Source: an optimization exercise on an open RTL-to-GDS flow (aim: small area). Production flows keep margins and buffers that such runs may drop. RTL that was checked went through simulation tests only; none was proved equivalent to the original. For runs 1 and 3, only the layout was checked, not whether the RTL still works. Power and IR drop assume default switching activity. The clock port is modelled as an ideal driver; clocking choices that lean on that would not hold on a real chip.

==> flow/constraint.sdc <==
create_clock -name core_clock -period 10.0 [get_ports {clk}]
set_input_delay 2.0000 -clock core_clock [delete_from_list [all_inputs] [get_ports {clk}]]
set_output_delay 2.0000 -clock core_clock [all_outputs]
set_load 0.01 [all_outputs]
==> flow/flow/run.sh <==
#!/bin/bash
# Standard ORFS flow with a leaner clock tree: CTS without dummy loads and with
# larger sink clusters, and the smallest buffer on the ports.
set -e
export CTS_ARGS="-sink_clustering_enable -repair_clock_nets -dont_use_dummy_load -sink_clustering_size 30 -sink_clustering_max_diameter 100 -buf_list sky130_fd_sc_hd__clkbuf_16"
export REMOVE_ABC_BUFFERS=1
export BUFFER_PORTS_ARGS="-buffer_cell sky130_fd_sc_hd__buf_1"
bash standard.sh > standard.log 2>&1
==> flow/config.mk <==
export PLATFORM = sky130hd
export DESIGN_NAME = bpuf_core
export DESIGN_NICKNAME = bpuf_core
export VERILOG_FILES = /design/flow/design.v
export SDC_FILE = /design/flow/constraint.sdc
export NUM_CORES = 8
export LEC_CHECK = 0
export CAP_MARGIN = 0
export CORE_MARGIN = 2
export CORE_UTILIZATION = 65
export GPL_TIMING_DRIVEN = 0
export PLACE_DENSITY = 0.85
export SLEW_MARGIN = 0
export SYNTH_HIERARCHICAL = 1
export SYNTH_MINIMUM_KEEP_SIZE = 0
==> flow/design.v <==
module meas_comp
#(
parameter C_IWIDTH = 24
)
(
input       [C_IWIDTH-1:0]  I_comp1,
input       [C_IWIDTH-1:0]  I_comp2,
output                      O_res
);
wire [C_IWIDTH:0] S_c;
assign S_c[0] = 1'b1;
genvar i;
for (i = 0; i < C_IWIDTH; i = i + 1) begin: gen_c
    assign S_c[i+1] = (I_comp2[i] & ~I_comp1[i]) | ((I_comp2[i] | ~I_comp1[i]) & S_c[i]);
end
assign O_res = ~S_c[C_IWIDTH];
endmodule
module meas_mux
#(
parameter C_INUM = 48,
parameter C_IDWIDTH = 20,
parameter C_ISWIDTH = 6
)
(
input           [C_INUM*C_IDWIDTH-1:0]  I_data,
input           [C_ISWIDTH-1:0]         I_sel,
output          [C_IDWIDTH-1:0]         O_data
);
wire [C_INUM-1:0] S_onehot;
meas_dec #(.C_INUM(C_INUM), .C_ISWIDTH(C_ISWIDTH)) dec(
    .I_sel(I_sel),
    .O_onehot(S_onehot)
);
meas_andor #(.C_INUM(C_INUM), .C_IDWIDTH(C_IDWIDTH)) andor(
    .I_data(I_data),
    .I_onehot(S_onehot),
    .O_data(O_data)
);
endmodule
module meas_dec
#(
parameter C_INUM = 48,
parameter C_ISWIDTH = 6
)
(
input           [C_ISWIDTH-1:0]         I_sel,
output          [C_INUM-1:0]            O_onehot
);
genvar i;
for (i = 0; i < C_INUM; i = i + 1) begin: gen_dec
    assign O_onehot[i] = (I_sel == i);
end
endmodule
module meas_andor
#(
parameter C_INUM = 48,
parameter C_IDWIDTH = 20
)
(
input           [C_INUM*C_IDWIDTH-1:0]  I_data,
input           [C_INUM-1:0]            I_onehot,
output          [C_IDWIDTH-1:0]         O_data
);
localparam C_NG = (C_INUM + 2) / 3;
wire [3*C_NG-1:0] S_sel = {{(3*C_NG-C_INUM){1'b0}}, I_onehot};
genvar b, g;
for (b = 0; b < C_IDWIDTH; b = b + 1) begin: gen_bit
    wire [3*C_NG-1:0] S_bit;
    for (g = 0; g < 3*C_NG; g = g + 1) begin: gen_in
        assign S_bit[g] = (g < C_INUM) ? I_data[g*C_IDWIDTH + b] : 1'b0;
    end
    wire [C_NG-1:0] S_n;
    for (g = 0; g < C_NG; g = g + 1) begin: gen_grp
        meas_ao222n ao(
            .I_a0(S_sel[3*g]),   .I_b0(S_bit[3*g]),
            .I_a1(S_sel[3*g+1]), .I_b1(S_bit[3*g+1]),
            .I_a2(S_sel[3*g+2]), .I_b2(S_bit[3*g+2]),
            .O_y(S_n[g])
        );
    end
    assign O_data[b] = ~(&S_n);
end
endmodule
module meas_ao222n
(
input   I_a0, I_b0, I_a1, I_b1, I_a2, I_b2,
output  O_y
);
assign O_y = ~((I_a0 & I_b0) | (I_a1 & I_b1) | (I_a2 & I_b2));
endmodule
module meas_value
#(
parameter C_L = 6,
parameter C_R = 2,
parameter C_P = 7,
parameter C_PB = 3,
parameter C_DWIDTH = 20
)
(
input       [C_L+1+C_R*C_P:0]   I_data,      
input       [C_PB-1:0]          I_phase,
input                           I_zero,
output      [C_DWIDTH-1:0]      O_value
);
localparam C_H = C_R * C_P;
wire [C_H-1:0] S_ring = I_data[C_H-1:0];
wire S_c = I_data[C_H];
wire [C_L:0] S_lo = I_data[C_H+1 +: C_L + 1];
wire [C_P-1:0] S_ph;
genvar k;
for (k = 0; k < C_P; k = k + 1) begin: gen_ph
    assign S_ph[k] = (I_phase == k) & ~I_zero;
end
reg [C_H-1:0] S_hi;
integer d, p;
always @(*) begin
    S_hi = 0;
    for (p = 0; p < C_P; p = p + 1)
        for (d = 0; d < C_P; d = d + 1)
            S_hi[d*C_R +: C_R] = S_hi[d*C_R +: C_R] |
                ({C_R{S_ph[p]}} & S_ring[((d + C_P - p) % C_P)*C_R +: C_R]);
end
wire [C_P-1:0] S_inj;
for (k = 0; k < C_P; k = k + 1) begin: gen_inj
    assign S_inj[k] = (S_c & S_ph[k]) | ((k == 0) ? S_lo[C_L] : 1'b0);
end
reg [C_H-1:0] S_cy;
reg S_run;
integer q, b;
always @(*) begin
    for (q = 0; q < C_H; q = q + 1) begin
        S_cy[q] = 1'b0;
        for (p = 0; p < C_P; p = p + 1)
            if (p * C_R <= q) begin
                S_run = S_inj[p];
                for (b = p * C_R; b < q; b = b + 1)
                    S_run = S_run & S_hi[b];
                S_cy[q] = S_cy[q] | S_run;
            end
    end
end
wire [C_H-1:0] S_sum = S_hi ^ S_cy;
assign O_value = {{(C_DWIDTH-C_H-C_L){1'b0}}, S_sum, S_lo[C_L-1:0]};
endmodule
module meas
#(
parameter C_IOSCNUM = 48,
parameter C_IOSCDWIDTH = 20,
parameter C_OIDWIDTH = 24,
parameter C_MEMDATAWIDTH = 8,
parameter C_MEMADDRWIDTH = 10
)
(
input                               I_osc_rst,
input       [C_IOSCNUM-1:0]         I_osc,
input                               I_sclk,
input       [C_MEMDATAWIDTH-1:0]    I_mem_data,
output      [C_MEMADDRWIDTH-1:0]    O_mem_addr,
output reg  [C_OIDWIDTH-1:0]        O_prim_id,
output reg                          O_id_v
);
localparam C_L = 6;
localparam C_R = 2;
localparam C_P = 7;
localparam C_H = C_R * C_P;              
localparam C_W = C_L + 1 + 1 + C_H;      
reg [5:0] S_addr;
reg [1:0] S_sub;
wire S_done = S_addr[5] & S_addr[4] & (S_sub == 2'd0);
always @(posedge I_sclk) begin
    if (!I_osc_rst) begin
        S_addr <= 0;
        S_sub <= 0;
        O_id_v <= 0;
    end else if (!S_done) begin
        if (S_addr[0] | (S_sub == 2'd1))
            S_addr <= S_addr + 1'b1;
        if (!S_addr[0])
            S_sub <= S_sub + 1'b1;
    end else begin
        O_id_v <= 1;
    end
end
assign O_mem_addr = {{(C_MEMADDRWIDTH-6){1'b0}}, S_addr};
reg S_osc_rst_d;
always @(posedge I_sclk) begin
    S_osc_rst_d <= I_osc_rst;
end
wire S_snap = S_osc_rst_d & ~I_osc_rst;
reg [2:0] S_phase;
always @(posedge I_sclk) begin
    S_phase <= (S_phase == C_P - 1) ? 3'd0 : S_phase + 1'b1;
end
wire S_last = (S_phase == C_P - 1);
reg [2:0] S_clr_cnt;
wire S_clearing = (S_clr_cnt != 0);
reg S_valid;     
wire S_zero_snap = S_snap & ~S_valid;
wire S_reads_done = I_osc_rst & S_addr[5] & S_addr[4] & (S_sub == 2'd2);
always @(posedge I_sclk) begin
    if (S_reads_done | S_zero_snap)
        S_clr_cnt <= C_P;
    else if (S_snap)
        S_clr_cnt <= 3'd0;
    else if (S_clearing)
        S_clr_cnt <= S_clr_cnt - 1'b1;
end
always @(posedge I_sclk) begin
    if (S_snap)
        S_valid <= 1'b0;
    else if (S_clr_cnt == 3'd1)
        S_valid <= 1'b1;
end
wire S_take = S_last & ~S_clearing;
wire S_keep = ~S_clearing;
wire [C_IOSCNUM*C_W-1:0] S_osc_data;
genvar i, j;
for (i = 0; i < C_IOSCNUM; i = i + 1) begin: gen_meas_osc
    reg S_gated_d;
    reg [C_L:0] S_live;
    reg [C_L-1:0] S_lo;
    reg [C_H-1:0] S_ring;
    reg S_c;
    wire gated_osc = I_osc_rst & I_osc[i];
    wire [C_L:0] S_t;
    assign S_t[0] = gated_osc & ~S_gated_d;
    for (j = 0; j < C_L; j = j + 1) begin: gen_live
        assign S_t[j+1] = S_t[j] & S_live[j];
    end
    wire [C_R:0] S_tc;
    assign S_tc[0] = S_c;
    for (j = 0; j < C_R; j = j + 1) begin: gen_tap
        assign S_tc[j+1] = S_tc[j] & S_ring[j];
    end
    wire [C_R-1:0] S_digit = {C_R{S_keep}} & (S_ring[C_R-1:0] ^ S_tc[C_R-1:0]);
    always @(posedge I_sclk) begin
        S_gated_d <= gated_osc;
        S_live[C_L-1:0] <= {C_L{I_osc_rst}} & (S_live[C_L-1:0] ^ S_t[C_L-1:0]);
        S_live[C_L] <= ~S_zero_snap & (S_t[C_L] | (S_live[C_L] & ~S_take));
        if (S_snap)
            S_lo <= S_live[C_L-1:0];
        S_ring <= {S_digit, S_ring[C_H-1:C_R]};
        S_c <= S_last ? (S_live[C_L] & S_take) : (S_tc[C_R] & S_keep);
    end
    assign S_osc_data[i*C_W +: C_W] = {S_live[C_L], S_lo, S_c, S_ring};
end
reg [5:0] S_sel;
always @(posedge I_sclk) begin
    S_sel <= I_mem_data[5:0];
end
wire [C_W-1:0] S_mux_data;
meas_mux #(.C_INUM(C_IOSCNUM), .C_IDWIDTH(C_W), .C_ISWIDTH(6)) mux(
    .I_data(S_osc_data),
    .I_sel(S_sel),
    .O_data(S_mux_data)
);
wire [C_IOSCDWIDTH-1:0] S_value;
meas_value #(.C_L(C_L), .C_R(C_R), .C_P(C_P), .C_DWIDTH(C_IOSCDWIDTH)) value(
    .I_data(S_mux_data),
    .I_phase(S_phase),
    .I_zero(S_clearing),
    .O_value(S_value)
);
reg [C_IOSCDWIDTH-1:0] S_first;
always @(posedge I_sclk) begin
    S_first <= S_value;
end
wire S_comp;
meas_comp #(.C_IWIDTH(C_IOSCDWIDTH)) comp(
    .I_comp1(S_first),
    .I_comp2(S_value),
    .O_res(S_comp)
);
always @(posedge I_sclk) begin
    if (S_sub == 2'd2 && !S_addr[0])
        O_prim_id <= {O_prim_id[C_OIDWIDTH-2:0], S_comp};
end
endmodule
module control
#(
parameter MODE_BITS = 3,
parameter MEAS_COUNT = 20
)
(
input                               I_clk,
input [MODE_BITS-1:0]               I_mode,
input                               I_start,
input                               I_en,
input                               I_meas_v,
output reg                          O_meas_rst,
output reg                          O_enc_en,
output reg                          O_enc_start,
input                               I_enc_ready,
output reg                          O_dec_en,
output reg                          O_dec_start,
input                               I_dec_ready,
output reg                          O_ready
);
localparam ENCODE = 1;
localparam DECODE = 2;
reg S_start_d;
always @(posedge I_clk) begin
    if (!I_en) begin
        S_start_d <= 0;
    end else begin
        S_start_d <= I_start;
    end
end
reg S_start_up;
always @(posedge I_clk) begin
    if (!I_en) begin
        S_start_up <= 0;
    end else if (S_start_d == 0 && I_start == 1) begin
        S_start_up <= 1;
    end else begin
        S_start_up <= 0;
    end
end
reg [MEAS_COUNT-1:0] S_meas_rst_count;
wire S_count_low_zero = ~|S_meas_rst_count[MEAS_COUNT-2:0];
wire S_count_fb = S_meas_rst_count[MEAS_COUNT-1] ^ S_meas_rst_count[2] ^ S_count_low_zero;
wire S_count_last = S_meas_rst_count[MEAS_COUNT-1] & S_count_low_zero;
always @(posedge I_clk) begin
    if (!I_en) begin
        S_meas_rst_count <= 0;
    end else if (S_start_up) begin
        S_meas_rst_count <= 0;
    end else begin
        S_meas_rst_count <= {S_meas_rst_count[MEAS_COUNT-2:0], S_count_fb};
    end
end
always @(posedge I_clk) begin
    if (!I_en) begin
        O_meas_rst <= 1;
    end else if (S_start_up || S_count_last) begin
        O_meas_rst <= 0;
    end else begin
        O_meas_rst <= 1;
    end
end
reg S_meas_fin;
always @(posedge I_clk) begin
    if (!I_en) begin
        S_meas_fin <= 0;
    end else if (!O_meas_rst) begin
        S_meas_fin <= 0;
    end else if (I_meas_v) begin
        S_meas_fin <= 1;
    end
end
reg start_mode_begin;
always @(posedge I_clk) begin
    if (!I_en) begin
        O_enc_en <= 0;
        O_dec_en <= 0;
        start_mode_begin <= 0;
    end else if (S_meas_fin) begin
        if (I_mode == ENCODE) begin
            O_enc_en <= 1;
        end else if (I_mode == DECODE) begin
            O_dec_en <= 1;
        end
        start_mode_begin <= 1;
    end else begin
        O_dec_en <= 0;
        O_enc_en <= 0;
        start_mode_begin <= 0;
    end
end
always @(posedge I_clk) begin
    if (!I_en) begin
        O_enc_start <= 0;
        O_dec_start <= 0;
    end else if (start_mode_begin) begin
        if (I_mode == ENCODE) begin
            O_enc_start <= 1;
        end else if (I_mode == DECODE) begin
            O_dec_start <= 1;
        end
    end else begin
        O_enc_start <= 0;
        O_dec_start <= 0;
    end
end
always @(posedge I_clk) begin
    if (!I_en) begin
        O_ready <= 0;
    end else if (!S_meas_fin) begin
        O_ready <= 0;
    end else if (I_enc_ready || I_dec_ready) begin
        O_ready <= 1;
    end
end
endmodule
module bpuf_core
(
input           clk,
input           en,
input           start,
input  [2:0]    mode,
input  [47:0]   osc,
input  [7:0]    mem_data,
input           enc_ready,
input           dec_ready,
output [9:0]    mem_addr,
output [23:0]   prim_id,
output          id_v,
output          enc_en,
output          enc_start,
output          dec_en,
output          dec_start,
output          ready
);
wire meas_rst;
control #(.MODE_BITS(3), .MEAS_COUNT(20)) u_con (
    .I_clk(clk),
    .I_mode(mode),
    .I_start(start),
    .I_en(en),
    .I_meas_v(id_v),
    .O_meas_rst(meas_rst),
    .O_enc_en(enc_en),
    .O_enc_start(enc_start),
    .I_enc_ready(enc_ready),
    .O_dec_en(dec_en),
    .O_dec_start(dec_start),
    .I_dec_ready(dec_ready),
    .O_ready(ready)
);
meas #(.C_IOSCNUM(48), .C_IOSCDWIDTH(20), .C_OIDWIDTH(24),
    .C_MEMDATAWIDTH(8), .C_MEMADDRWIDTH(10)) u_meas (
    .I_osc_rst(meas_rst),
    .I_osc(osc),
    .I_sclk(clk),
    .I_mem_data(mem_data),
    .O_mem_addr(mem_addr),
    .O_prim_id(prim_id),
    .O_id_v(id_v)
);
endmodule
==> flow/standard.sh <==
#!/bin/bash
# synth_recipe.tcl (not shown) runs the flow's synth.tcl, then flattens the netlist and writes it again
# the make line also repeats each setting of config.mk as NAME=value (left out here)
make -C /OpenROAD-flow-scripts/flow DESIGN_CONFIG=/design/flow/config.mk WORK_HOME=/design/flow/orfs CLKGATE_MAP_FILE= SYNTH_SCRIPT=/design/flow/synth_recipe.tcl "${@:-finish}"
==> summary.md, run 1 <==
| Metric | Value |
|---|---|
| Outcome | finished clean |
| First-pass GRT wire length | 154100 um |
| Top FF cell, synth | dfxtp_1 |
| Critical path data required time | 10420 ps |
| Clock insertion delay at the later pin of the skew report | 660 ps |
| Clk root buf | clkbuf_16 |
| Netlist cell types | 86 |
| Hold Path Class | register to register |
| Setup repair after global routing missed its margin | no |
| Boundary Pins | 104 |
| Leak Pwr | 21.23 nW |
| R2R Setup Slk | 2570 ps |
| Maximum VDD drop | 203.0 uV |
| IO buf count | 97 |
| Final worst slack | 2567 ps |
| Final WL | 98690 um |
| Mapped Avg Cell Area | 14.13 um^2 |
| Post-CTS sizing | 0 |
| DR WL/cell | 21.79 um |
| Pin count of the biggest net entering global routing | 111 |
| Die H | 278.8 um |
| Slew Limit Fails | 0 |
| Worst r2r path cells | 24 |
| Pwr per Cell Area | 200.6 mW/mm^2 |
| Drt pass-1 iters | 12 |
| Starting density of the core | 0.6584 |
| Final setup fails | 0 |
| Setup Skew | 18.72 ps |
| Sum Neg Setup Slack | 0 ps |
| Final nets | 4020 |
| DRT iter0 DRCs | 3630 |
| Worst-path clk slew | 110 ps |
| Inserted Clock Buffers | 55 |
| Die width | 278.8 um |
| Worst slew pin tran | 1377 ps |
| CP endpoint kind | register |
| Max incr delay on CP | 850 ps |
| Post-synthesis register bit count | 1489 |
| CTS H-tree lvls | 2 |
| Sequential fraction of the synthesis area | 0.6707 |
| Number of enable flip-flop cells after synthesis | 312 |
| CP max stage cell | nand2b_1 |
| Critical path arrival | 7860 ps |
| Vias in the first global route | 28223 |
| Final period utilization | 0.7433 |
| Setup Buffers After CTS | 0 |
| Crit Path Max Fanout | 22 |
| Final ANT Viol Nets | 0 |
| Setup CP Type | register to register |
| Share of cells above drive strength 1 | 0.05086 |
| Synth Instances | 3475 |
| Max cap viols | 0 |
| Post-route DRC | 0 |
| Clock tree sinks | 1489 |
| Synth async-reset ratio | 0 |
| Hold Path Depth | 0 |
| Cts hold-fix bufs | 0 |
| Gpl congestion | 0.9141 |
| Max-slew headroom | 0.08077 |
| TritonCTS clock tree | built |
| Crit start category | register |
| Initial antenna violation count | 9 |
| Total die area | 0.07775 mm^2 |
| Final hold vios | 0 |
| Gr usage total | 0.2513 |
| CTS Buffer Depth | 3 |
| Tmin final | 7433 ps |
| Cell Area, Synth | 0.04910 mm^2 |
| Crit path cell chain | nand2b_1 -> nor2_2 -> a222oi_1 -> nand4_1 -> or4_1 -> mux2i_1 -> o2bb2ai_1 -> a222oi_1 -> o21ai_0 -> ha_1 -> ha_1 -> a31oi_1 -> a31oi_1 -> a32oi_2 -> o22ai_2 -> a21oi_1 -> xnor2_1 -> nor2b_1 -> a211oi_1 -> a211o_1 -> a311oi_1 -> a21o_1 -> o221ai_1 -> and2_1 |
| Vias post-DR | 28579 |
| Core footprint | 0.07457 mm^2 |
| Yosys warns | 9 |
| Row count | 100 |
| Area Overhead vs Synth | 6.409% |
| Achievable Freq | 134.5 MHz |
| Dpl hpwl | 69260 um |
| Vias/cell | 6.310 |
| Place WS | 2639 ps |
| GRT overflow | 0 |
-- flip-flops by register name, indices dropped and copies added (netlist names), 6 cells and up --
register and cells:
u_meas.gen_meas_osc.S_lo 288, u_meas.S_sel 6, u_meas.S_addr 6, u_meas.O_prim_id 24, u_meas.gen_meas_osc.S_c 48, u_con.S_meas_rst_count 20
u_meas.S_first 20, u_meas.gen_meas_osc.S_gated_d 48, u_meas.gen_meas_osc.S_ring 672, u_meas.gen_meas_osc.S_live 336
-- metrics by stage --
step | cell area [um^2] | hold slack, ps | utilization | instances | power [mW]
after floorplan | 48550 | 329.8 | - | 3372 | 7.641
after global placement | 50130 | 330.6 | 0.6722 | 4438 | 7.863
after detailed placement | 50830 | 334.8 | 0.6816 | 4473 | 7.986
after CTS | 52210 | 332.4 | 0.7001 | 4528 | 10.54
after global routing | 52240 | 349.7 | 0.7006 | 4528 | 10.93
final | 52250 | 346.0 | 0.7006 | 4529 | 10.48
-- area by class of cell --
cell class / count / area (um^2)
clock buffers: 55 / 1376
diodes: 1 / 2.502
multi-input cells: 1854 / 15650
inverters: 29 / 108.9
repair buffers: 132 / 962.2
flip-flops and latches: 1489 / 32940
well taps: 969 / 1212
fillers: 4828 / 22330
-- routing by layer --
metal,GRT usage,vias to the layer above,wire length (um)
li1,-,13372,-
met1,0.3411,13939,41800
met2,0.4091,1072,45800
met3,0.04142,190,7275
met4,0.09360,6,3767
met5,0,-,42
-- worst paths after layout --
kind                                                        from                               end
worst max-delay path                             u_meas.S_sel[1]               u_meas.O_prim_id[0]
worst min-delay path            u_meas.gen_meas_osc[0].S_ring[2]  u_meas.gen_meas_osc[0].S_ring[0]
worst max register to register                   u_meas.S_sel[1]               u_meas.O_prim_id[0]
worst min register to register  u_meas.gen_meas_osc[0].S_ring[2]  u_meas.gen_meas_osc[0].S_ring[0]
-- critical path: cells and delay by family, from the launching register on --
family          cells  cell delay, ps
mux                 1             210
flops               1             430
compound gates     14            3260
simple gates        6            2690
fa+ha+maj           2             420
xor+xnor            1             180
-- cell families after synthesis --
| group | share of synthesized area |
|---|---|
| flops | 0.6707 |
| other cells | 0.00007638 |
| fa+ha+maj | 0.1017 |
| compound gates | 0.1023 |
| buf+inv | 0.01356 |
| mux | 0.003542 |
| simple gates | 0.1059 |
| xor+xnor | 0.002141 |
-- cell usage after synthesis, drive strengths merged (23+ instances only) --
cell type / number / share of area
clkbuf: 61 / 0.0047
a222oi: 356 / 0.073
buf: 45 / 0.0067
a22o: 48 / 0.0086
a21oi: 64 / 0.0066
or4: 23 / 0.0036
edfxtp: 312 / 0.19
nor2: 122 / 0.0094
nand4: 89 / 0.011
nor2b: 64 / 0.0082
inv: 29 / 0.0022
dfxtp: 1177 / 0.48
and2: 457 / 0.058
ha: 395 / 0.10
-- where the power goes --
part	internal [mW]	switching (mW)	total, mW	leakage [nW]
Clock	0.992	1.65	2.64	0.678
Sequential	6.71	0.245	6.96	12.5
Combinational	0.421	0.466	0.887	8.10
Total	8.12	2.36	10.5	21.2
-- cell usage in the layout (no fill, tap or decap), types with 5 or more instances in the layout --
cell | netlist | layout
mux2_2 | 7 | 7
o211ai_1 | 7 | 7
nor2_2 | 1 | 42
nand2b_1 | 15 | 15
nand3b_1 | 9 | 9
a222oi_1 | 356 | 356
o21ai_0 | 20 | 20
nand3_1 | 11 | 11
a31oi_1 | 8 | 8
nand4bb_1 | 5 | 5
a21oi_1 | 63 | 63
buf_12 | 0 | 11
nor3_1 | 5 | 5
xnor2_1 | 8 | 8
buf_16 | 0 | 5
or3_1 | 5 | 5
dfxtp_1 | 1177 | 1175
or4_1 | 22 | 22
a22oi_1 | 9 | 9
nor2b_1 | 64 | 61
ha_1 | 395 | 395
nor2_1 | 121 | 80
clkbuf_16 | 0 | 55
mux2i_1 | 8 | 8
nand2_1 | 22 | 22
a22o_1 | 48 | 48
nand4_1 | 89 | 89
edfxtp_1 | 312 | 312
buf_4 | 13 | 5
inv_1 | 27 | 27
buf_1 | 0 | 97
buf_8 | 0 | 12
and2_1 | 456 | 456
a32oi_1 | 5 | 5
==> run 2, diff against run 1 <==
--- a/flow/design.v
+++ b/flow/design.v
@@ -213,2 +213,7 @@
 end
+reg S_zero;
+always @(posedge I_sclk) begin
+    if (S_snap)
+        S_zero <= S_zero_snap;
+end
 wire S_take = S_last & ~S_clearing;
@@ -260,3 +265,3 @@
     .I_phase(S_phase),
-    .I_zero(S_clearing),
+    .I_zero(S_zero),
     .O_value(S_value)
--- a/flow/flow/run.sh
+++ b/flow/flow/run.sh
@@ -4,3 +4,3 @@
 set -e
-export CTS_ARGS="-sink_clustering_enable -repair_clock_nets -dont_use_dummy_load -sink_clustering_size 30 -sink_clustering_max_diameter 100 -buf_list sky130_fd_sc_hd__clkbuf_16"
+export CTS_ARGS="-sink_clustering_enable -repair_clock_nets -dont_use_dummy_load -sink_clustering_size 30 -sink_clustering_max_diameter 140 -buf_list sky130_fd_sc_hd__clkbuf_16"
 export REMOVE_ABC_BUFFERS=1
==> run 2 against run 1 <==
Net effect:
- still clean
- combinational power decreased by 5.0%
- via count increased by 0.35%
- clock power about the same
- synthesized area about the same
- sequential power about the same
==> summary.md, run 2 <==
| Metric | Value |
|---|---|
| Largest regs | u_meas.gen_meas_osc.S_ring (672), u_meas.gen_meas_osc.S_live (336), u_meas.gen_meas_osc.S_lo (288) |
| Largest Register | u_meas.gen_meas_osc.S_ring |
| Worst-path clk slew | 110 ps (about the same) |
| Starting density of the core | 0.6584 (about the same) |
| Fillers | 4829 (+0.021%) |
| Max cap viols | 0 (unchanged) |
| Post-Synth Simple-Gate Area | 0.1060 (+0.0001247) |
| Area Overhead vs Synth | 6.473% (about the same) |
| Die H | 278.8 um (about the same) |
| Post-synth top area cell | dfxtp_1 |
| Post-CTS sizing | 0 (unchanged) |
| Total die area | 0.07775 mm^2 (about the same) |
| Pwr per Cell Area | 199.8 mW/mm^2 (-0.39%) |
| Hold Path Class | register to register |
| Sw Ratio | 0.2232 (-0.001891) |
| Clock tree sinks | 1490 (+0.067%) |
| Ant. Diodes | 0 (-1) |
| Post-synthesis register bit count | 1490 (+0.067%) |
| Final WL | 98090 um (-0.60%) |
| Setup repair after global routing missed its margin | no |
| Vias/cell | 6.328 (+0.28%) |
| Worst slew pin tran | 1332 ps (-44.78 ps) |
| Finished Layout Cells | 4532 (+0.066%) |
| Yosys warns | 9 (unchanged) |
| Vias in the first global route | 27741 (-1.7%) |
| Combinational share of power | 0.081 (-0.004) |
| Commonest cells after routing, fill and taps aside | dfxtp_1, and2_1, ha_1, a222oi_1, edfxtp_1 |
| Synth Instances | 3476 (+0.029%) |
| CTS H-tree lvls | 2 (unchanged) |
| Mapped Avg Cell Area | 14.13 um^2 (about the same) |
| Netlist cell types | 85 (-1.2%) |
| Max-slew headroom | 0.1107 (+0.02989) |
| DRT iter0 DRCs | 4115 (+13%) |
| Pin count of the biggest net entering global routing | 113 (+1.8%) |
| Commonest non-fill, non-tap cell in the layout | dfxtp_1 |
| P_sw | 2.332 mW (-1.2%) |
| Top FF cell, synth | dfxtp_1 |
| Area contributors post-synth | dfxtp_1, edfxtp_1, ha_1, a222oi_1, and2_1 |
| Setup CP Type | register to register |
| Final period utilization | 0.7350 (-0.008293) |
| Setup Skew | 34.70 ps (+15.98 ps) |
| Cell Area, Synth | 0.04910 mm^2 (about the same) |
| Largest family of logic cells by synthesized area | simple AND/OR/NAND/NOR gates |
| Commonest cells post-synth | dfxtp_1, and2_1, ha_1, a222oi_1, edfxtp_1 |
| Drt pass-1 iters | 9 (-3) |
| Clk root buf | clkbuf_16 |
| Critical path arrival | 7790 ps (-70 ps) |
| Hold slack | 344.1 ps (-1.888 ps) |
| Clock insertion delay at the later pin of the skew report | 670 ps (about the same) |
| Gr usage total | 0.2484 (-0.002887) |
| Post-placement cell count | 4476 (+0.067%) |
| Share of cells above drive strength 1 | 0.05024 (-0.0006184) |
| Mux contribution to synthesized area | 0.003542 (about the same) |
| Seq pwr share | 0.666 (+0.002) |
| Cts hold-fix bufs | 0 (unchanged) |
| Setup Buffers After CTS | 0 (unchanged) |
| Most frequent cell after synthesis | dfxtp_1 |
| IO buf count | 97 (unchanged) |
| Vias post-DR | 28678 (+0.35%) |
| Outcome | finished clean |
| Synth async-reset ratio | 0 (unchanged) |
| Sequential fraction of the synthesis area | 0.6713 (about the same) |
| Post-synthesis adder-cell area fraction | 0.1017 (about the same) |
| Post-synth top area share | 0.4799 (about the same) |
| Crit path cell chain | nand2b_1 -> nor2_1 -> a222oi_1 -> nand4_1 -> or4_1 -> mux2i_1 -> o2bb2ai_1 -> a222oi_1 -> o21ai_0 -> ha_1 -> ha_1 -> a31oi_1 -> a31oi_1 -> a32oi_2 -> o22ai_2 -> a21oi_1 -> xnor2_1 -> nor2b_1 -> a211oi_1 -> a211o_1 -> a311oi_1 -> a21o_1 -> o221ai_1 -> and2_1 |
| CP endpoint kind | register |
| GRT overflow | 0 (unchanged) |
| Largest register FFs | 672 (unchanged) |
| CTS Buffer Depth | 3 (unchanged) |
| First-pass GRT wire length | 152400 um (-1.1%) |
| Compound-cell area share of the yosys netlist | 0.1022 (about the same) |
| Final worst slack | 2650 ps (+82.93 ps) |
| Number of enable flip-flop cells after synthesis | 313 (+0.32%) |
| Achievable Freq | 136.1 MHz (+1.1%) |
| DR WL/cell | 21.64 um (-0.67%) |
| Gpl congestion | 0.9326 (+2.0%) |
| Dpl hpwl | 68880 um (-0.55%) |
| Core footprint | 0.07457 mm^2 (unchanged) |
| Final ANT Viol Nets | 0 (unchanged) |
| Maximum VDD drop | 210.7 uV (+3.8%) |
| Max incr delay on CP | 790 ps (-60 ps) |
| Die width | 278.8 um (about the same) |
| Tmin final | 7350 ps (-82.93 ps) |
| Post-synthesis xor/xnor area fraction | 0.002141 (about the same) |
| Leak Pwr | 21.25 nW (+0.11%) |
| Crit Path Max Fanout | 12 (-45%) |
| Post-route DRC | 0 (unchanged) |
| Clk pwr share | 0.253 (about the same) |
| Crit start category | register |
| Slew Limit Fails | 0 (unchanged) |
| TritonCTS clock tree | built |
| Boundary Pins | 104 (unchanged) |
| Final setup fails | 0 (unchanged) |
| Row count | 100 (unchanged) |
| Internal Power | 8.116 mW (about the same) |
| CP max stage cell | nand2b_1 |
| Inserted Clock Buffers | 55 (unchanged) |
| Place WS | 2848 ps (+208.3 ps) |
| Final hold vios | 0 (unchanged) |
| Critical path data required time | 10440 ps (+20 ps) |
| Final nets | 4024 (+0.10%) |
| Initial antenna violation count | 4 (-5) |
run 2: cell count changes after synthesis, sizes merged:
cell / delta
buf: -3
clkbuf: +3
edfxtp: +1
inv: -1
nand2b: +1
run 2: logic make-up after synthesis:
| family | Yosys count |
|---|---|
| DFF | 1490 |
| and+or+nand+nor | 861 |
| AOI/OAI and AO/OA | 562 |
| adders and majority gates | 400 |
| buffers and inverters | 134 |
| muxes | 16 |
| xor gates and xnor gates | 12 |
| other | 1 |
run 2: layer usage:
layer  global-route usage  wire, um  share of wire  vias up
li1                     -         -              -    13408
met1               0.3412     41500           0.42    13940
met2               0.4011     45240           0.46     1123
met3              0.04000      7840          0.080      205
met4              0.09126      3505          0.036        2
met5                    0        11        0.00011        -
run 2: layout make-up:
| class | instances | area, um^2 | share of cell area |
|---|---|---|---|
| multi-input combinational | 1855 | 15650 | 0.2993 |
| tap | 969 | 1212 | 0.02319 |
| clock buffer | 55 | 1376 | 0.02633 |
| sequential | 1490 | 32970 | 0.6306 |
| timing repair buffer | 135 | 973.4 | 0.01862 |
| inverter | 28 | 105.1 | 0.002010 |
run 2: power groups by stage:
stage                     Clock (mW)  Sequential, mW  Combinational (mW)
after global placement             0            7.11               0.722
final                           2.64            6.96               0.843
after global routing            2.89            7.02               0.989
after floorplan                    0            7.07               0.555
after CTS                       2.69            6.96               0.856
after detailed placement           0            7.10               0.848
run 2: stage by stage:
step	setup TNS [ps]	util	power, mW	area [um^2]
2_1_floorplan	-2963590	-	7.622	48580
6_report	0	0.7010	10.45	52280
4_1_cts	0	0.7003	10.51	52220
3_3_place_gp	-	0.6726	7.833	50160
5_1_grt	0	0.7010	10.90	52280
3_5_place_dp	0	0.6818	7.949	50840
run 2: final timing paths:
check             slack, ps                               start                                end  depth (start not counted)
setup / recovery       2650                     u_meas.S_sel[0]                u_meas.O_prim_id[0]                         24
hold / removal          340  u_meas.gen_meas_osc[25].S_ring[11]  u_meas.gen_meas_osc[25].S_ring[9]                          0
setup reg to reg       2650                     u_meas.S_sel[0]                u_meas.O_prim_id[0]                         24
hold reg to reg         340  u_meas.gen_meas_osc[25].S_ring[11]  u_meas.gen_meas_osc[25].S_ring[9]                          0
run 2: critical path: cells and delay by family, from the launching register on:
| family | cells | cell delay (ps) |
|---|---|---|
| xor gates and xnor gates | 1 | 180 |
| and+or+nand+nor | 6 | 2620 |
| muxes | 1 | 200 |
| DFF | 1 | 410 |
| AOI/OAI and AO/OA | 14 | 3250 |
| adders and majority gates | 2 | 420 |
==> run 3, diff against run 2 <==
--- a/flow/design.v
+++ b/flow/design.v
@@ -202,4 +202,2 @@
         S_clr_cnt <= C_P;
-    else if (S_snap)
-        S_clr_cnt <= 3'd0;
     else if (S_clearing)
--- a/flow/flow/run.sh
+++ b/flow/flow/run.sh
@@ -4,3 +4,3 @@
 set -e
-export CTS_ARGS="-sink_clustering_enable -repair_clock_nets -dont_use_dummy_load -sink_clustering_size 30 -sink_clustering_max_diameter 140 -buf_list sky130_fd_sc_hd__clkbuf_16"
+export CTS_ARGS="-sink_clustering_enable -repair_clock_nets -dont_use_dummy_load -sink_clustering_size 33 -sink_clustering_max_diameter 100 -buf_list sky130_fd_sc_hd__clkbuf_16"
 export REMOVE_ABC_BUFFERS=1
--- a/flow/config.mk
+++ b/flow/config.mk
@@ -9,5 +9,5 @@
 export CORE_MARGIN = 2
-export CORE_UTILIZATION = 65
+export CORE_UTILIZATION = 70
 export GPL_TIMING_DRIVEN = 0
-export PLACE_DENSITY = 0.85
+export PLACE_DENSITY = 0.9
 export SLEW_MARGIN = 0
==> run 3 against run 2 <==
Net effect:
- cell count down 0.68%
- critical path depth unchanged
- clock-buffer cell count down 4
- via count up 2.2%
- synthesized cell count about the same
- design area down 0.22%
- first-iteration DRC count up 10%
- synthesized area about the same
- total power down 0.54%
- sequential power about the same
- global-route usage up 3.3 points
- routed wire length up 5.4%
- largest power group unchanged
==> summary.md, run 3 <==
| Metric | Value |
|---|---|
| Final nets | 4019 (-0.12%) |
| Leak Pwr | 21.20 nW (-0.26%) |
| IO buf count | 97 (unchanged) |
| TritonCTS clock tree | built |
| Area Overhead vs Synth | 6.244% |
| Crit-path most repeated cell | a31oi_1 |
| Post-route DRC | 0 (unchanged) |
| Commonest cells post-synth | dfxtp_1, and2_1, ha_1, a222oi_1, edfxtp_1 |
| Achievable Freq | 124.5 MHz (-8.5%) |
| Boundary Pins | 104 (unchanged) |
| R2R Path Start | u_meas.S_sel[0] |
| Post-synthesis adder-cell area fraction | 0.1017 (about the same) |
| Setup Buffers After CTS | 0 (unchanged) |
| Inserted Clock Buffers | 51 (-7.3%) |
| Post-synth top area cell | dfxtp_1 |
| Area contributors post-synth | dfxtp_1, edfxtp_1, ha_1, a222oi_1, and2_1 |
| Final setup fails | 0 (unchanged) |
| Setup CP Type | register to register |
| Post-synth top area share | 0.4799 (about the same) |
| Slew Limit Fails | 0 (unchanged) |
| Dpl hpwl | 71430 um (+3.7%) |
| Post-CTS sizing | 0 (unchanged) |
| Largest regs | u_meas.gen_meas_osc.S_ring (672), u_meas.gen_meas_osc.S_live (336), u_meas.gen_meas_osc.S_lo (288) |
| DR WL/cell | 22.97 um (+6.1%) |
| Post-synthesis xor/xnor area fraction | 0.002141 (about the same) |
| CP max stage cell | a222oi_1 |
| Vias/cell | 6.513 (+2.9%) |
| Post-synthesis register bit count | 1490 (unchanged) |
| Max-slew headroom | 0.07307 (-0.03760) |
| DRT iter0 DRCs | 4540 (+10%) |
| Vias post-DR | 29314 (+2.2%) |
| Final hold vios | 0 (unchanged) |
| Final WL | 103400 um (+5.4%) |
| Worst slew pin tran | 1389 ps (+56.32 ps) |
| Commonest cells after routing, fill and taps aside | dfxtp_1, and2_1, ha_1, a222oi_1, edfxtp_1 |
| WL met2 | 48990 um (+8.3%) |
| Final ANT Viol Nets | 0 (unchanged) |
| Tmin final | 8031 ps (+681.1 ps) |
| Hold Path Depth | 0 (unchanged) |
| Top FF cell, synth | dfxtp_1 |
| Core Util, Final | 0.7475 (+0.04641) |
| Setup Skew | 49.02 ps (+14.32 ps) |
| Mapped Avg Cell Area | 14.12 um^2 (about the same) |
| Outcome | finished clean |
| Drt pass-1 iters | 13 (+4) |
| Core footprint | 0.06979 mm^2 (-6.4%) |
| Clock tree sinks | 1490 (unchanged) |
| Hold path endpoint | u_meas.gen_meas_osc[22].S_ring[8] |
| Critical path data required time | 10400 ps (-40 ps) |
| Hold Path Class | register to register |
| Largest family of logic cells by synthesized area | simple AND/OR/NAND/NOR gates |
| Worst-path clk slew | 120 ps (about the same) |
| Total die area | 0.07227 mm^2 (-7.0%) |
| Gpl congestion | 0.9496 (+1.8%) |
| Worst R2R End | u_meas.O_prim_id[0] |
| Initial antenna violation count | 8 (+4) |
| CP endpoint kind | register |
| Starting density of the core | 0.7035 (+0.04510) |
| Cell Area, Synth | 0.04910 mm^2 (about the same) |
| CTS H-tree lvls | 2 (unchanged) |
| Clk root buf | clkbuf_16 |
| Number of enable flip-flop cells after synthesis | 313 (unchanged) |
| Largest register FFs | 672 (unchanged) |
| Vias in the first global route | 28815 (+3.9%) |
| Yosys warns | 9 (unchanged) |
| Top routing layer in use | met5 |
| Commonest non-fill, non-tap cell in the layout | dfxtp_1 |
| GRT overflow | 0 (unchanged) |
| Setup repair after global routing missed its margin | no |
| Share of cells above drive strength 1 | 0.04947 (-0.0007726) |
| Routed wl met3 | 9025 um (+15%) |
| Critical path arrival | 8430 ps (+640 ps) |
| Clock insertion delay at the later pin of the skew report | 660 ps (about the same) |
| Cts hold-fix bufs | 0 (unchanged) |
| Synth Instances | 3477 (+0.029%) |
| Hold slack | 329.5 ps (-14.52 ps) |
| First-pass GRT wire length | 158000 um (+3.7%) |
| Sum Neg Setup Slack | 0 ps (unchanged) |
| Worst r2r path cells | 24 (unchanged) |
| Max cap viols | 0 (unchanged) |
| Place WS | 2663 ps (-184.5 ps) |
| Compound-cell area share of the yosys netlist | 0.1022 (about the same) |
| R2R Setup Slk | 1970 ps (-680 ps) |
| Crit path cell chain | nand2b_1 -> nor2_2 -> a222oi_1 -> nand4_1 -> or4_1 -> mux2i_1 -> o2bb2ai_1 -> a222oi_1 -> o21ai_0 -> ha_1 -> ha_1 -> a31oi_1 -> a31oi_1 -> a32oi_2 -> o22ai_2 -> a21o_1 -> a31oi_1 -> nor2b_1 -> a211oi_1 -> a211o_1 -> a311oi_1 -> a21o_1 -> o221ai_1 -> and2_1 |
| Row count | 97 (-3.0%) |
| Max incr delay on CP | 1090 ps (+300 ps) |
| Netlist cell types | 85 (unchanged) |
| Crit start category | register |
| CTS Buffer Depth | 3 (unchanged) |
| Pwr per Cell Area | 199.2 mW/mm^2 (-0.32%) |
| Die H | 268.8 um (-3.6%) |
| Final worst slack | 1969 ps (-681.1 ps) |
| Sequential fraction of the synthesis area | 0.6714 (about the same) |
| Wire length on met1 | 40840 um (-1.6%) |
| Final period utilization | 0.8031 (+0.06811) |
| Largest Register | u_meas.gen_meas_osc.S_ring |
| Most frequent cell after synthesis | dfxtp_1 |
| Maximum VDD drop | 201.2 uV (-4.5%) |
| Crit Path Max Fanout | 22 (+10) |
| Hold Crit Start | u_meas.gen_meas_osc[22].S_ring[10] |
| Pin count of the biggest net entering global routing | 107 (-5.3%) |
| Gr usage total | 0.2816 (+0.03312) |
| Mux contribution to synthesized area | 0.003109 (-0.0004330) |
| Synth async-reset ratio | 0 (unchanged) |
| Post-Synth Simple-Gate Area | 0.1064 (+0.0003649) |
| Die width | 268.8 um (-3.6%) |
run 3: cell types whose count changed in the layout (fill, tap and decap cells not counted), sizes merged, moves of 2 or more:
cell and change:
buf -2, diode +3, o21ai -2, clkbuf -4
nand2 +2
run 3: how the worst max path moves through the flow:
stage / start / endpoint / slack (ps) / cells past startpoint
finish: u_meas.S_sel[0] / u_meas.O_prim_id[0] / 1970 / 24
global route: u_meas.S_sel[0] / u_meas.O_prim_id[0] / 1630 / 24
CTS: u_meas.S_sel[0] / u_meas.O_prim_id[0] / 2620 / 24
detailed placement: u_meas.S_sel[0] / u_meas.O_prim_id[0] / 2660 / 24
global placement: u_con.O_meas_rst / u_meas.gen_meas_osc[33].S_lo[0] / -38230 / 1
floorplan: u_con.O_meas_rst / u_meas.S_zero / -10050 / 1
run 3: cells by family after synthesis:
logic type / count (synthesis)
AND/OR/NAND/NOR: 865
multiplexers: 14
adder cells (fa/ha/maj): 400
XOR/XNOR: 12
flip-flops: 1490
AO/OA/AOI/OAI: 561
buffers and inverters: 134
other: 1
run 3: final cells by class:
class	instances	area (um^2)
clock buffers	51	1276
repair buffers	133	982.2
well taps	940	1176
multi-input cells	1856	15650
diodes	3	7.507
flip-flops and latches	1490	32970
inverters	28	105.1
fillers	4077	17620
run 3: worst max-delay path, delay by kind of cell (launching register included):
kind,cells,cell delay (ps)
simple gates,6,2950
flops,1,440
compound gates,15,3740
fa+ha+maj,2,430
mux,1,220
run 3: per-stage QoR:
| stage | power [mW] | area [um^2] | std cells |
|---|---|---|---|
| detailed placement | 7.961 | 50780 | 4444 |
| floorplan | 7.613 | 48580 | 3374 |
| CTS | 10.44 | 52060 | 4495 |
| global route | 10.81 | 52160 | 4499 |
| finish | 10.39 | 52160 | 4501 |
| global placement | 7.827 | 50120 | 4411 |
run 3: power breakdown:
part	total, mW	switching [mW]	internal, mW
registers	6.97	0.253	6.72
clock network	2.57	1.64	0.926
logic	0.854	0.438	0.415
total	10.4	2.33	8.06
run 3: per-layer routing:
metal  track usage  vias up
li1              -    13386
met1        0.3692    14286
met2        0.4699     1359
met3       0.05041      273
met4        0.1068       10
met5             0        -
==> run 4, diff against run 3 <==
--- a/flow/design.v
+++ b/flow/design.v
@@ -122,22 +122,16 @@
 end
-wire [C_P-1:0] S_inj;
-for (k = 0; k < C_P; k = k + 1) begin: gen_inj
-    assign S_inj[k] = (S_c & S_ph[k]) | ((k == 0) ? S_lo[C_L] : 1'b0);
-end
-reg [C_H-1:0] S_cy;
-reg S_run;
-integer q, b;
-always @(*) begin
-    for (q = 0; q < C_H; q = q + 1) begin
-        S_cy[q] = 1'b0;
-        for (p = 0; p < C_P; p = p + 1)
-            if (p * C_R <= q) begin
-                S_run = S_inj[p];
-                for (b = p * C_R; b < q; b = b + 1)
-                    S_run = S_run & S_hi[b];
-                S_cy[q] = S_cy[q] | S_run;
-            end
+wire [C_H:0] S_t;
+wire [C_H-1:0] S_sum;
+genvar j;
+for (j = 0; j < C_H; j = j + 1) begin: gen_inc
+    if (j % C_R == 0) begin: g_in
+        wire S_cin = (j == 0 ? S_lo[C_L] : S_t[j]) | (S_c & S_ph[j / C_R]);
+        assign S_sum[j] = S_hi[j] ^ S_cin;
+        assign S_t[j+1] = S_hi[j] & S_cin;
+    end else begin: g_mid
+        assign S_sum[j] = S_hi[j] ^ S_t[j];
+        assign S_t[j+1] = S_hi[j] & S_t[j];
     end
 end
-wire [C_H-1:0] S_sum = S_hi ^ S_cy;
+assign S_t[0] = 1'b0;
 assign O_value = {{(C_DWIDTH-C_H-C_L){1'b0}}, S_sum, S_lo[C_L-1:0]};
@@ -202,2 +196,4 @@
         S_clr_cnt <= C_P;
+    else if (S_snap)
+        S_clr_cnt <= 3'd0;
     else if (S_clearing)
@@ -211,7 +207,2 @@
 end
-reg S_zero;
-always @(posedge I_sclk) begin
-    if (S_snap)
-        S_zero <= S_zero_snap;
-end
 wire S_take = S_last & ~S_clearing;
@@ -263,3 +254,3 @@
     .I_phase(S_phase),
-    .I_zero(S_zero),
+    .I_zero(S_clearing),
     .O_value(S_value)
--- a/flow/flow/run.sh
+++ b/flow/flow/run.sh
@@ -4,3 +4,3 @@
 set -e
-export CTS_ARGS="-sink_clustering_enable -repair_clock_nets -dont_use_dummy_load -sink_clustering_size 33 -sink_clustering_max_diameter 100 -buf_list sky130_fd_sc_hd__clkbuf_16"
+export CTS_ARGS="-sink_clustering_enable -repair_clock_nets -dont_use_dummy_load -sink_clustering_size 30 -sink_clustering_max_diameter 100 -buf_list sky130_fd_sc_hd__clkbuf_16"
 export REMOVE_ABC_BUFFERS=1
--- a/flow/config.mk
+++ b/flow/config.mk
@@ -9,5 +9,5 @@
 export CORE_MARGIN = 2
-export CORE_UTILIZATION = 70
+export CORE_UTILIZATION = 65
 export GPL_TIMING_DRIVEN = 0
-export PLACE_DENSITY = 0.9
+export PLACE_DENSITY = 0.85
 export SLEW_MARGIN = 0
==> run 4 against run 3 <==
Net effect:
- sequential share of layout area barely moved
- clock skew fell by 8.9 ps
- global-route usage fell by 3.2 points
- cell count barely moved
- via count fell by 2.4%
- critical endpoint unchanged
- largest power group unchanged
- highest routed layer unchanged
==> summary.md, run 4 <==
| Metric | Value |
|---|---|
| IO buf count | 97 (unchanged) |
| Critical path data required time | 10420 ps (+20 ps) |
| Achievable Freq | 111.4 MHz (-11%) |
| Pin count of the biggest net entering global routing | 111 (+3.7%) |
| Share of cells above drive strength 1 | 0.04986 (+0.0003924) |
| Core footprint | 0.07445 mm^2 (+6.7%) |
| CP max stage cell | a222oi_1 |
| Post-route cell area | 0.05216 mm^2 (about the same) |
| Seq pwr share | 0.663 (-0.008) |
| Setup Buffers After CTS | 0 (unchanged) |
| Commonest non-fill, non-tap cell in the layout | dfxtp_1 |
| Synth async-reset ratio | 0 (unchanged) |
| Final hold vios | 0 (unchanged) |
| Crit-path most repeated cell | ha_1 |
| Inserted Clock Buffers | 56 (+9.8%) |
| Tmin final | 8978 ps (+947.3 ps) |
| Most frequent cell after synthesis | dfxtp_1 |
| Max cap viols | 0 (unchanged) |
| Max incr delay on CP | 940 ps (-150 ps) |
| Post-route DRC | 0 (unchanged) |
| Commonest cells after routing, fill and taps aside | dfxtp_1, and2_1, ha_1, a222oi_1, edfxtp_1 |
| Die H | 278.4 um (+3.6%) |
| Delay-heaviest family, CP | compound AO/OA/AOI/OAI gates |
| Critical path arrival | 9400 ps (+970 ps) |
| CTS Buffer Depth | 3 (unchanged) |
| GRT overflow | 0 (unchanged) |
| Drt pass-1 iters | 8 (-5) |
| Sequential fraction of the synthesis area | 0.6729 (+0.001498) |
| Area Overhead vs Synth | 6.568% |
| Initial antenna violation count | 4 (-4) |
| Crit start category | register |
| CP endpoint kind | register |
| Largest regs | u_meas.gen_meas_osc.S_ring (672), u_meas.gen_meas_osc.S_live (336), u_meas.gen_meas_osc.S_lo (288) |
| Crit Path Max Fanout | 22 (unchanged) |
| Hold Path Class | register to register |
| P_sw | 2.357 mW (+0.98%) |
| Largest Register | u_meas.gen_meas_osc.S_ring |
| DP Area | 0.05069 mm^2 (-0.19%) |
| Pwr per Cell Area | 201.2 mW/mm^2 (+0.98%) |
| Cts hold-fix bufs | 0 (unchanged) |
| Combinational share of power | 0.084 (+0.002) |
| Clk pwr share | 0.253 (+0.006) |
| Top FF cell, synth | dfxtp_1 |
| Worst slew pin tran | 1200 ps (-189.0 ps) |
| Total die area | 0.07751 mm^2 (+7.2%) |
| Post-synthesis register bit count | 1489 (-0.067%) |
| Final period utilization | 0.8978 (+0.09473) |
| Row count | 100 (+3.1%) |
| Post-CTS sizing | 0 (unchanged) |
| Final setup fails | 0 (unchanged) |
| Netlist cell types | 73 (-14%) |
| Leak Pwr | 21.27 nW (+0.37%) |
| Max-slew headroom | 0.1992 (+0.1262) |
| Post-synth top area cell | dfxtp_1 |
| Crit path buf inv count | 0 (unchanged) |
| Die width | 278.4 um (+3.6%) |
| Clk root buf | clkbuf_16 |
| First-pass GRT wire length | 153600 um (-2.8%) |
| Mapped Avg Cell Area | 14.22 um^2 (+0.70%) |
| Slew Limit Fails | 0 (unchanged) |
| Worst-path clk slew | 110 ps (about the same) |
| CTS H-tree lvls | 2 (unchanged) |
| Vias in the first global route | 28225 (-2.0%) |
| Gpl congestion | 0.9415 (-0.85%) |
| Synth Instances | 3442 (-1.0%) |
| Vias/cell | 6.356 (-2.4%) |
| Sw Ratio | 0.2246 (about the same) |
| Dpl hpwl | 68470 um (-4.1%) |
| Finished Layout Cells | 4502 (+0.022%) |
| Number of enable flip-flop cells after synthesis | 312 (-0.32%) |
| Area contributors post-synth | dfxtp_1, edfxtp_1, ha_1, a222oi_1, and2_1 |
| Final ANT Viol Nets | 0 (unchanged) |
| Post-placement cell count | 4441 (-0.068%) |
| Vias post-DR | 28615 (-2.4%) |
| Boundary Pins | 104 (unchanged) |
| Maximum VDD drop | 194.2 uV (-3.4%) |
| Final WL | 98180 um (-5.0%) |
| Yosys warns | 9 (unchanged) |
| Internal Power | 8.135 mW (+0.97%) |
| Starting density of the core | 0.6574 (-0.04611) |
| Setup CP Type | register to register |
| Clock tree sinks | 1489 (-0.067%) |
| DRT iter0 DRCs | 3799 (-16%) |
| Commonest cells post-synth | dfxtp_1, and2_1, ha_1, a222oi_1, edfxtp_1 |
| TritonCTS clock tree | built |
| Clock insertion delay at the later pin of the skew report | 660 ps (about the same) |
| Outcome | finished clean |
| Post-synth top area share | 0.4814 (+0.001509) |
| Gr usage total | 0.2496 (-0.03191) |
| DR WL/cell | 21.81 um (-5.1%) |
| Cell Area, Synth | 0.04894 mm^2 (-0.31%) |
| Setup Skew | 40.09 ps (-8.923 ps) |
| Largest register FFs | 672 (unchanged) |
| Setup repair after global routing missed its margin | no |
| Final nets | 4002 (-0.42%) |
run 4: worst paths after layout:
kind	to	depth (start not counted)	slack, ps	startpoint
worst max-delay path	u_meas.O_prim_id[0]	32	1020	u_meas.S_sel[1]
worst min-delay path	u_meas.gen_meas_osc[25].S_ring[1]	0	320	u_meas.gen_meas_osc[25].S_ring[3]
worst max register to register	u_meas.O_prim_id[0]	32	1020	u_meas.S_sel[1]
worst min register to register	u_meas.gen_meas_osc[25].S_ring[1]	0	320	u_meas.gen_meas_osc[25].S_ring[3]
run 4: cell families (layout without fill, tap and decap cells):
| family | after synthesis | in the layout | synth area share |
|---|---|---|---|
| adders and majority gates | 411 | 411 | 0.1049 |
| and+or+nand+nor | 834 | 834 | 0.1022 |
| AOI/OAI and AO/OA | 548 | 548 | 0.1002 |
| muxes | 23 | 23 | 0.006059 |
| xor gates and xnor gates | 3 | 3 | 0.0005370 |
| buffers and inverters | 133 | 218 | 0.01319 |
| DFF | 1489 | 1489 | 0.6729 |
| other | 1 | 7 | 0.00007662 |
run 4: per-stage QoR:
step	TNS (ps)	hold WS (ps)	util	worst slack [ps]	power [mW]
final	0	319.2	0.7006	1022	10.49
after global routing	0	321.9	0.7005	796.4	10.95
after floorplan	-2940560	329.8	-	-10080	7.636
after CTS	0	322.7	0.6997	1069	10.56
after detailed placement	0	334.5	0.6809	1159	7.979
after global placement	-	331.3	0.6715	-41980	7.856
run 4: routing by layer:
metal  GRT usage  wire, um  up-vias  part of all wire
met4     0.09744      3935        8             0.040
met1      0.3344     40950    14002              0.42
met5           0        53        -           0.00054
met3     0.04155      7614      231             0.078
li1            -         -    13253                 -
met2      0.4087     45620     1121              0.46
run 4: power by group through the flow:
| stage | Clock, mW | Sequential (mW) | Combinational, mW |
|---|---|---|---|
| finish | 2.66 | 6.95 | 0.883 |
| global route | 2.90 | 7.02 | 1.04 |
| CTS | 2.70 | 6.96 | 0.898 |
| detailed placement | 0 | 7.10 | 0.883 |
| global placement | 0 | 7.10 | 0.752 |
| floorplan | 0 | 7.06 | 0.574 |
run 4: layout make-up:
class	instances	area (um^2)
Tap cell	969	1212
Clock buffer	56	1401
Inverter	28	105.1
Timing Repair Buffer	134	985.9
Fill cell	4753	22290
Sequential cell	1489	32940
Multi-Input combinational cell	1823	15510
Antenna cell	3	7.507

re-timing with driven ports:
In the flow no input, the clock included, has a driving cell. The finished layouts below were timed again as built, in two steps.
Step 1: set_driving_cell puts a clkbuf_16 on clk and a buf_2 on each other input, an assumption about the parent block.
Step 2, shift: input delay + t, output delay - t, t = (earliest + latest rising clock arrival at the registers) / 2. This alone moves slack from input paths to output paths.
a / b / c = no drivers / after step 1 / after step 2; a / b = the first two.
| run | t (ns) | setup slack, ns | hold WS [ns] | worst setup path after step 2 | worst data-port slew with drivers (ns) |
|---|---|---|---|---|---|
| run 1 | 0.709 | 2.567 / 2.567 / 2.567 | 0.346 / 0.346 / 0.346 | register to register | 0.04 |
| run 2 | 0.716 | 2.650 / 2.650 / 2.650 | 0.344 / 0.344 / 0.344 | register to register | 0.04 |
| run 3 | 0.705 | 1.969 / 1.969 / 1.969 | 0.330 / 0.330 / 0.330 | register to register | 0.04 |
| run 4 | 0.709 | 1.022 / 1.022 / 1.022 | 0.319 / 0.319 / 0.319 | register to register | 0.04 |
After both steps every run listed still meets setup and hold.
